Background: an optimization exercise with open tools, aiming at small area. Do not read the settings as production practice. The RTL was checked by simulation tests, not by an equivalence proof against the original design. No driver is modelled on the clock port, so clocking that relies on it looks cheaper here than on a real chip. Power and IR drop assume default switching activity.

job 5671:
==> flow/design.v (excerpt) <==
module Multi_function_clock_top(
  input clk, reset_p, all_rst,
  input [3:0] btn,
  output [3:0] com,
  output [7:0] seg_7,
  output [7:0] LED_bar,
  output Alarm_LED
);
Size: ~680 cells after synthesis, roughly 6400 µm² of cells after synthesis.
clock: 10.0 ns
lec_check: 0
cap_margin: 20
core_margin: 2
core_utilization: 88
gpl_timing_driven: 0
slew_margin: 20
standard.sh (not shown) runs the stock make flow with config.mk's settings and CLKGATE_MAP_FILE= SYNTH_SCRIPT=/design/flow/synth_recipe.tcl, a recipe that flattens the netlist after the stock synthesis.
==> flow/flow/run.sh <==
#!/bin/bash
# Own layout flow: the standard synthesis, then a stronger ABC pass over the
# combinational logic only (every register cell is kept as is, by name),
# then the standard ORFS steps with smaller port buffers and a clock tree
# without dummy loads whose slow leaf buffers are then upsized. Each tool's
# output goes to a log file here.
set -euo pipefail
HERE=$(pwd)
R=$HERE/orfs/results/$FLOW_PLATFORM/Multi_function_clock_top/base
LIB=$FLOW_HOME/platforms/sky130hd/lib/sky130_fd_sc_hd__tt_025C_1v80.lib
CTS_OPTS=$(cat flow/cts_args.txt)
export CLK_UPSIZE_PS=105

bash standard.sh synth > synth.log 2>&1
cp $R/1_2_yosys.v std_1_2_yosys.v

# The ABC pass is run with a few random seeds in parallel; the smallest
# result is kept.
for batch in "0 7 13 29" "1 2 3 4"; do
  for seed in $batch; do
    sed -e "s#@SEED@#$seed#g" flow/reopt.abc > reopt_$seed.abc
    sed -e "s#@LIB@#$LIB#g" -e "s#@IN@#$HERE/std_1_2_yosys.v#g" -e "s#@OUT@#$HERE/reopt_$seed.v#g" \
        -e "s#@SCRIPT@#$HERE/reopt_$seed.abc#g" -e "s#@STAT@#reopt_stat_$seed#g" flow/reopt.ys > reopt_$seed.ys
    yosys -l reopt_$seed.log -s reopt_$seed.ys > /dev/null 2>&1 &
  done
  wait
done
best=""
for seed in 0 7 13 29 1 2 3 4; do
  a=$(awk '/Chip area for top module/ {print $NF}' reopt_stat_${seed}_after.txt 2>/dev/null || true)
  nff=$(grep -c 'dfxtp_1 ' reopt_$seed.v 2>/dev/null || true)
  echo "seed $seed area $a flip-flops $nff (standard: $(grep -c 'dfxtp_1 ' std_1_2_yosys.v))" >> reopt_choice.txt
  if [[ -z "$a" || "$nff" != "$(grep -c 'dfxtp_1 ' std_1_2_yosys.v)" ]]; then continue; fi
  if [[ -z "$best" ]] || awk -v a="$a" -v b="$barea" 'BEGIN {exit !(a < b)}'; then best=$seed; barea=$a; fi
done
echo "chosen seed $best" >> reopt_choice.txt
if [[ -n "$best" ]]; then cp reopt_$best.v reopt_1_2_yosys.v; else cp std_1_2_yosys.v reopt_1_2_yosys.v; fi

cp reopt_1_2_yosys.v $R/1_2_yosys.v
rm -f $R/1_synth.odb $R/1_synth.sdc
bash standard.sh finish \
  BUFFER_PORTS_ARGS="-buffer_cell sky130_fd_sc_hd__buf_1" \
  CTS_ARGS="$CTS_OPTS" \
  POST_CTS_TCL="$HERE/flow/post_cts.tcl" > flow.log 2>&1
Other scripts of this flow, unchanged in this note and not shown: flow/flow/cts_args.txt, flow/flow/post_cts.tcl, flow/flow/reopt.abc, flow/flow/reopt.ys
Status: job 5671 FAILED at 3_1_place_gp_skip_io (tool error)
The inputs of job 3444 differ from those of job 5671 as listed below.
# job 5671
export LEC_CHECK = 0
export CAP_MARGIN = 20
export CORE_MARGIN = 2
export CORE_UTILIZATION = 88
export GPL_TIMING_DRIVEN = 0
export SLEW_MARGIN = 20
create_clock -name core_clock -period 10.0 [get_ports {clk}]
# job 3444
export LEC_CHECK = 0
export CAP_MARGIN = 20
export CORE_MARGIN = 2
export CORE_UTILIZATION = 70
export SLEW_MARGIN = 20
create_clock -name core_clock -period 10.0 [get_ports {clk}]
[summary]
- In summary, job 3444 completed successfully, with a layout that passed the timing, DRC and antenna checks.
- Compared with job 5671, in job 3444 post-synthesis average cell area ~0 delta, height of the chip +12%, area of the mapped netlist ~0 delta, x dimension of the die +about 12%, initial cell density of the core -17 points.
- Number of standard-cell rows in the floorplan (lower): job 5671
- Cell count after synthesis: job 5671 vs job 3444 identical
## Diff of input files: job 5231 against job 3444
# job 3444
export LEC_CHECK = 0
export CAP_MARGIN = 20
export CORE_MARGIN = 2
export CORE_UTILIZATION = 70
export SLEW_MARGIN = 20
create_clock -name core_clock -period 10.0 [get_ports {clk}]
# job 5231
export LEC_CHECK = 0
export CAP_MARGIN = 20
export CORE_MARGIN = 2
export CORE_UTILIZATION = 55
export GPL_TIMING_DRIVEN = 0
export SLEW_MARGIN = 20
create_clock -name core_clock -period 10.0 [get_ports {clk}]
Findings:
The final layout from job 5231, which completed every stage, passed the timing, DRC and antenna checks at the end of the flow. Looking only at max-slew headroom at the worst pin, and setting everything else aside, the lower value of job 3444 and job 5231 goes to job 3444. Sequential fraction of total cell area delta for job 5231 relative to job 3444: 0.26 points lower. Compared job 3444 against job 5231; share of the clock period used by the worst path after layout within noise.
What job 2382 does differently from job 5231 at the input level:
# job 5231
export LEC_CHECK = 0
export CAP_MARGIN = 20
export CORE_MARGIN = 2
export CORE_UTILIZATION = 55
export GPL_TIMING_DRIVEN = 0
export SLEW_MARGIN = 20
create_clock -name core_clock -period 10.0 [get_ports {clk}]
# job 2382
export LEC_CHECK = 0
export CAP_MARGIN = 20
export CORE_MARGIN = 2
export CORE_UTILIZATION = 70
export GPL_TIMING_DRIVEN = 0
export SLEW_MARGIN = 20
create_clock -name core_clock -period 10.0 [get_ports {clk}]
==> comparison <==
Job 2382 has completed all stages; timing, DRC and antenna checks passed.
The final layout from job 5231, which completed every stage, passed the timing, DRC and antenna checks at the end of the flow.
On netlist area before placement, job 5231 tracks job 2382 almost exactly.
Compared to job 5231, the routing of job 2382 uses more wire.
Maximum single-stage delay on the critical path: job 2382 vs job 5231 down 0.03 ns
Comparing job 2382 and job 5231, met2 wirelength from detailed routing is higher on job 2382.
Against job 5231, the final cell area of job 2382 is lower.
Going from job 5231 to job 2382, the sequential share of layout area was found to have gone up by 0.41 points.
From job 5231 to job 2382 the numbers moved as follows: area growth from synthesis to layout fell by 0.93 points, clock period minus final worst setup slack saw an increase.

Another version of the RTL of Multi_function_clock_top (not shown whole).
Size: roughly 28 I/O pins, roughly 0.0063 mm² of cells after synthesis.
// Multi_function_clock_top
module Multi_function_clock_top(
  input clk, reset_p, all_rst,
  input [3:0] btn,
  output [3:0] com,
  output [7:0] seg_7,
  output [7:0] LED_bar,
  output Alarm_LED
);
  reg [4:0] dcnt;
  always @(posedge clk) begin
    if (all_rst) dcnt <= 5'd0;
    else dcnt <= {dcnt[3:0], dcnt[4] ^ dcnt[2] ^ (dcnt[3:0] == 4'd0)};
  end
  wire en = (dcnt == 5'b10000);
  wire ph0 = (dcnt == 5'b00000);
  wire ph1 = (dcnt == 5'b00001);
  wire ph2 = (dcnt == 5'b00010);
  wire mode_btn, mode_btn_d;
  mc_btn b_mode(.clk(clk), .rst(reset_p | all_rst), .en(en), .ph1(ph1), .ph2(ph2), .b(btn[0]), .pe(mode_btn), .pd(mode_btn_d));
  reg [1:0] mode;
  always @(posedge clk) begin
    if (all_rst) mode <= 2'd0;
    else if (mode_btn) mode <= mode[1] ? 2'd0 : mode + 2'd1;
  end
  reg [1:0] led_mode;
  reg [3:1] btn_cook_buf;
  reg reset_watch_buf, reset_stp_buf, reset_cook_buf;
  always @(posedge clk) begin
    if (all_rst) begin
      btn_cook_buf <= 0;
      reset_watch_buf <= 0;
      reset_stp_buf <= 0;
      reset_cook_buf <= 0;
      led_mode <= 2'd3;
    end else begin
      led_mode <= mode;
  ...
export LEC_CHECK = 0
export CAP_MARGIN = 20
export CORE_MARGIN = 2
export CORE_UTILIZATION = 80
export GPL_TIMING_DRIVEN = 0
export SLEW_MARGIN = 20
create_clock -name core_clock -period 10.0 [get_ports {clk}]
==> flow/flow/run.sh <==
#!/bin/bash
# Own layout flow: the standard synthesis, then a stronger ABC pass over the
# combinational logic only (every register cell is kept as is, by name),
# then the standard ORFS steps with smaller port buffers and a clock tree
# without dummy loads whose slow leaf buffers are then upsized. Each tool's
# output goes to a log file here.
set -euo pipefail
HERE=$(pwd)
R=$HERE/orfs/results/$FLOW_PLATFORM/Multi_function_clock_top/base
LIB=$FLOW_HOME/platforms/sky130hd/lib/sky130_fd_sc_hd__tt_025C_1v80.lib
CTS_OPTS=$(cat flow/cts_args.txt)
export CLK_UPSIZE_PS=105

bash standard.sh synth > synth.log 2>&1
cp $R/1_2_yosys.v std_1_2_yosys.v

# The ABC pass is run with a few random seeds in parallel; the smallest
# result is kept.
for batch in "0 7 13 29" "1 2 3 4" "5 6 8 9" "10 11 12 14"; do
  for seed in $batch; do
    sed -e "s#@SEED@#$seed#g" flow/reopt.abc > reopt_$seed.abc
    sed -e "s#@LIB@#$LIB#g" -e "s#@IN@#$HERE/std_1_2_yosys.v#g" -e "s#@OUT@#$HERE/reopt_$seed.v#g" \
        -e "s#@SCRIPT@#$HERE/reopt_$seed.abc#g" -e "s#@STAT@#reopt_stat_$seed#g" flow/reopt.ys > reopt_$seed.ys
    yosys -l reopt_$seed.log -s reopt_$seed.ys > /dev/null 2>&1 &
  done
  wait
done
best=""
for seed in 0 7 13 29 1 2 3 4 5 6 8 9 10 11 12 14; do
  a=$(awk '/Chip area for top module/ {print $NF}' reopt_stat_${seed}_after.txt 2>/dev/null || true)
  nff=$(grep -c 'dfxtp_1 ' reopt_$seed.v 2>/dev/null || true)
  echo "seed $seed area $a flip-flops $nff (standard: $(grep -c 'dfxtp_1 ' std_1_2_yosys.v))" >> reopt_choice.txt
  if [[ -z "$a" || "$nff" != "$(grep -c 'dfxtp_1 ' std_1_2_yosys.v)" ]]; then continue; fi
  if [[ -z "$best" ]] || awk -v a="$a" -v b="$barea" 'BEGIN {exit !(a < b)}'; then best=$seed; barea=$a; fi
done
echo "chosen seed $best" >> reopt_choice.txt
if [[ -n "$best" ]]; then cp reopt_$best.v reopt_1_2_yosys.v; else cp std_1_2_yosys.v reopt_1_2_yosys.v; fi

cp reopt_1_2_yosys.v $R/1_2_yosys.v
rm -f $R/1_synth.odb $R/1_synth.sdc
bash standard.sh finish \
  BUFFER_PORTS_ARGS="-buffer_cell sky130_fd_sc_hd__buf_1" \
  CTS_ARGS="$CTS_OPTS" \
  POST_CTS_TCL="$HERE/flow/post_cts.tcl" > flow.log 2>&1
==> flow/flow/reopt.abc <==
&get -n
&st
&deepsyn -T 50 -S @SEED@
&dch -f
&nf -R 1000 -p -F 8 -A 4 -C 32
&put
Other scripts of this flow, unchanged in this note and not shown: flow/flow/cts_args.txt, flow/flow/post_cts.tcl, flow/flow/reopt.ys
Next try:
--- a/flow/flow/run.sh
+++ b/flow/flow/run.sh
@@ -19 +19 @@
-for batch in "0 7 13 29" "1 2 3 4" "5 6 8 9" "10 11 12 14"; do
+for batch in "0 7 13 29" "1 2 3 4" "5 6 8 9"; do
@@ -29 +29 @@
-for seed in 0 7 13 29 1 2 3 4 5 6 8 9 10 11 12 14; do
+for seed in 0 7 13 29 1 2 3 4 5 6 8 9; do
==> flow/flow/reopt.abc (replaced) <==
&get -n
&st
&deepsyn -T 40 -S @SEED@
&dch -f
&nf -R 1000 -p -F 8 -A 4 -C 32
&put
Total power does not change.
Register-to-register slack is about the same.
Hold slack stays the same.
Sequential cell count does not change.
Combinational power is about the same.
Design area stays the same.
Global-route usage is unchanged.
Non-clock buffer count is unchanged.
Area after synthesis is unchanged.
Clock skew does not change.

Setup of run A:
Another version of the RTL of Multi_function_clock_top (not shown whole).
For scale: about 720 cells after synthesis, ~0.0066 mm² of cells after synthesis.
export LEC_CHECK = 0
export CAP_MARGIN = 20
export CORE_MARGIN = 2
export CORE_UTILIZATION = 70
export SLEW_MARGIN = 20
create_clock -name core_clock -period 10.0 [get_ports {clk}]
==> flow/flow/run.sh <==
#!/bin/bash
# Own layout flow: the standard synthesis, then a stronger ABC pass over the
# combinational logic only (every register cell is kept as is, by name),
# then the standard ORFS steps with smaller port buffers and a clock tree
# without dummy loads. Each tool's output goes to a log file here.
set -euo pipefail
HERE=$(pwd)
R=$HERE/orfs/results/$FLOW_PLATFORM/Multi_function_clock_top/base
LIB=$FLOW_HOME/platforms/sky130hd/lib/sky130_fd_sc_hd__tt_025C_1v80.lib
CTS_OPTS=$(cat flow/cts_args.txt)

bash standard.sh synth > synth.log 2>&1
cp $R/1_2_yosys.v std_1_2_yosys.v

sed -e "s#@LIB@#$LIB#g" -e "s#@IN@#$HERE/std_1_2_yosys.v#g" -e "s#@OUT@#$HERE/reopt_1_2_yosys.v#g" \
    -e "s#@SCRIPT@#$HERE/flow/reopt.abc#g" flow/reopt.ys > reopt_run.ys
yosys -l reopt.log -s reopt_run.ys > /dev/null 2>&1

cp reopt_1_2_yosys.v $R/1_2_yosys.v
rm -f $R/1_synth.odb $R/1_synth.sdc
bash standard.sh finish \
  BUFFER_PORTS_ARGS="-buffer_cell sky130_fd_sc_hd__buf_1" \
  CTS_ARGS="$CTS_OPTS" > flow.log 2>&1
==> flow/flow/cts_args.txt <==
-sink_clustering_enable -repair_clock_nets -dont_use_dummy_load -buf_list sky130_fd_sc_hd__clkbuf_16 -root_buf sky130_fd_sc_hd__clkbuf_16 -sink_clustering_size 50 -sink_clustering_max_diameter 200
Other scripts of this flow, unchanged in this note and not shown: flow/flow/reopt.abc, flow/flow/reopt.ys
Looking at the reports, run A completed the entire flow and the layout it produced met the timing, DRC and antenna checks.
diff inputs: run A => run B
==> flow/flow/cts_args.txt <==
-sink_clustering_enable -repair_clock_nets -dont_use_dummy_load -buf_list sky130_fd_sc_hd__clkbuf_8 -root_buf sky130_fd_sc_hd__clkbuf_8
Notes after the runs:
- The minimum setup slack in the final design number comes out lower for run A vs run B.
- Higher combinational power goes to run A over run B.
- Run B against run A: global-route usage fell 0.90 points; slew of the pin with the lowest slew margin rose 3.6 ps.

Setup of before:
Multi_function_clock_top with an RTL version that a note above also has.
For scale: about 680 cells after synthesis, roughly 6400 µm² of cells after synthesis.
clock: 10.0 ns
lec_check: 0
cap_margin: 20
core_margin: 2
core_utilization: 84
gpl_timing_driven: 0
slew_margin: 20
==> flow/flow/run.sh <==
#!/bin/bash
# Own layout flow: the standard synthesis, then a stronger ABC pass over the
# combinational logic only (every register cell is kept as is, by name),
# then the standard ORFS steps with smaller port buffers and a clock tree
# without dummy loads whose slow leaf buffers are then upsized. Each tool's
# output goes to a log file here.
set -euo pipefail
HERE=$(pwd)
R=$HERE/orfs/results/$FLOW_PLATFORM/Multi_function_clock_top/base
LIB=$FLOW_HOME/platforms/sky130hd/lib/sky130_fd_sc_hd__tt_025C_1v80.lib
CTS_OPTS=$(cat flow/cts_args.txt)
export CLK_UPSIZE_PS=105

bash standard.sh synth > synth.log 2>&1
cp $R/1_2_yosys.v std_1_2_yosys.v

# The ABC pass is run with a few random seeds in parallel; the smallest
# result is kept.
for batch in "0 7 13 29" "1 2 3 4"; do
  for seed in $batch; do
    sed -e "s#@SEED@#$seed#g" flow/reopt.abc > reopt_$seed.abc
    sed -e "s#@LIB@#$LIB#g" -e "s#@IN@#$HERE/std_1_2_yosys.v#g" -e "s#@OUT@#$HERE/reopt_$seed.v#g" \
        -e "s#@SCRIPT@#$HERE/reopt_$seed.abc#g" -e "s#@STAT@#reopt_stat_$seed#g" flow/reopt.ys > reopt_$seed.ys
    yosys -l reopt_$seed.log -s reopt_$seed.ys > /dev/null 2>&1 &
  done
  wait
done
best=""
for seed in 0 7 13 29 1 2 3 4; do
  a=$(awk '/Chip area for top module/ {print $NF}' reopt_stat_${seed}_after.txt 2>/dev/null || true)
  nff=$(grep -c 'dfxtp_1 ' reopt_$seed.v 2>/dev/null || true)
  echo "seed $seed area $a flip-flops $nff (standard: $(grep -c 'dfxtp_1 ' std_1_2_yosys.v))" >> reopt_choice.txt
  if [[ -z "$a" || "$nff" != "$(grep -c 'dfxtp_1 ' std_1_2_yosys.v)" ]]; then continue; fi
  if [[ -z "$best" ]] || awk -v a="$a" -v b="$barea" 'BEGIN {exit !(a < b)}'; then best=$seed; barea=$a; fi
done
echo "chosen seed $best" >> reopt_choice.txt
if [[ -n "$best" ]]; then cp reopt_$best.v reopt_1_2_yosys.v; else cp std_1_2_yosys.v reopt_1_2_yosys.v; fi

cp reopt_1_2_yosys.v $R/1_2_yosys.v
rm -f $R/1_synth.odb $R/1_synth.sdc
bash standard.sh finish \
  BUFFER_PORTS_ARGS="-buffer_cell sky130_fd_sc_hd__buf_1" \
  CTS_ARGS="$CTS_OPTS" \
  POST_CTS_TCL="$HERE/flow/post_cts.tcl" > flow.log 2>&1
Other scripts of this flow, unchanged in this note and not shown: flow/flow/cts_args.txt, flow/flow/post_cts.tcl, flow/flow/reopt.abc, flow/flow/reopt.ys
before | ERROR | global placement
Setup changes, before to after
diff --git a/flow/config.mk b/flow/config.mk
--- a/flow/config.mk
+++ b/flow/config.mk
@@ -10 +10 @@
-export CORE_UTILIZATION = 84
+export CORE_UTILIZATION = 80
==> summary.txt <==
- Reported for after and before, number of placed I/O pins turned out identical to the last digit.
- Compared with before, after shows a die boundary height that is about 2.4% higher.
- The count of mapped cells out of synthesis was comparable across after and before.
- after was carried through to the last stage, and its layout satisfied the timing, DRC and antenna checks.
- No final results exist for before, since it was stopped by error GPL-0301 during global placement.
- Synthesized area of before is on par with after.
- Standard-cell row count (after over before): increase, 3.2%
- after has horizontal die dimension above what before had.
- Of after and before, the run reporting the higher initial cell density of the core was before.

## port drivers added, routing unchanged
In the flow no input, the clock included, has a driving cell. The finished layouts below were timed again as built, in two steps. Step 1 (the two cells are an assumption about what drives the block):
set clk [get_ports {clk}]
set_driving_cell -lib_cell sky130_fd_sc_hd__clkbuf_16 $clk
set_driving_cell -lib_cell sky130_fd_sc_hd__buf_2 [delete_from_list [all_inputs] $clk]
Step 2 adds t to the input delays and takes it off the output delays; t is the mean of the earliest and latest rising clock arrival at the registers after step 1. Input paths then give back, and output paths get back, about the clock's delay inside the block. Three values: no drivers, after step 1, after step 2; two values: the first two.
run | t, ns | setup WS [ns] | worst register clock-pin slew, ns | worst slew at a driven data input, ns
job 3444 | 0.452 | 4.613 / 4.578 / 5.030 | 0.10 / 0.10 | 0.03
job 5231 | 0.471 | 4.608 / 4.573 / 5.044 | 0.09 / 0.09 | 0.04
job 2382 | 0.453 | 4.436 / 4.401 / 4.853 | 0.10 / 0.10 | 0.03
the first run of note 2 | 0.457 | 4.729 / 4.695 / 5.152 | 0.11 / 0.11 | 0.04
the second run of note 2 | 0.457 | 4.729 / 4.695 / 5.152 | 0.11 / 0.11 | 0.04
run A | 0.455 | 4.980 / 4.940 / 5.395 | 0.06 / 0.06 | 0.03
run B | 0.464 | 5.024 / 4.988 / 5.452 | 0.09 / 0.09 | 0.03
after | 0.458 | 4.364 / 4.328 / 4.786 | 0.10 / 0.10 | 0.03
After both steps setup and hold are still met in every run listed.
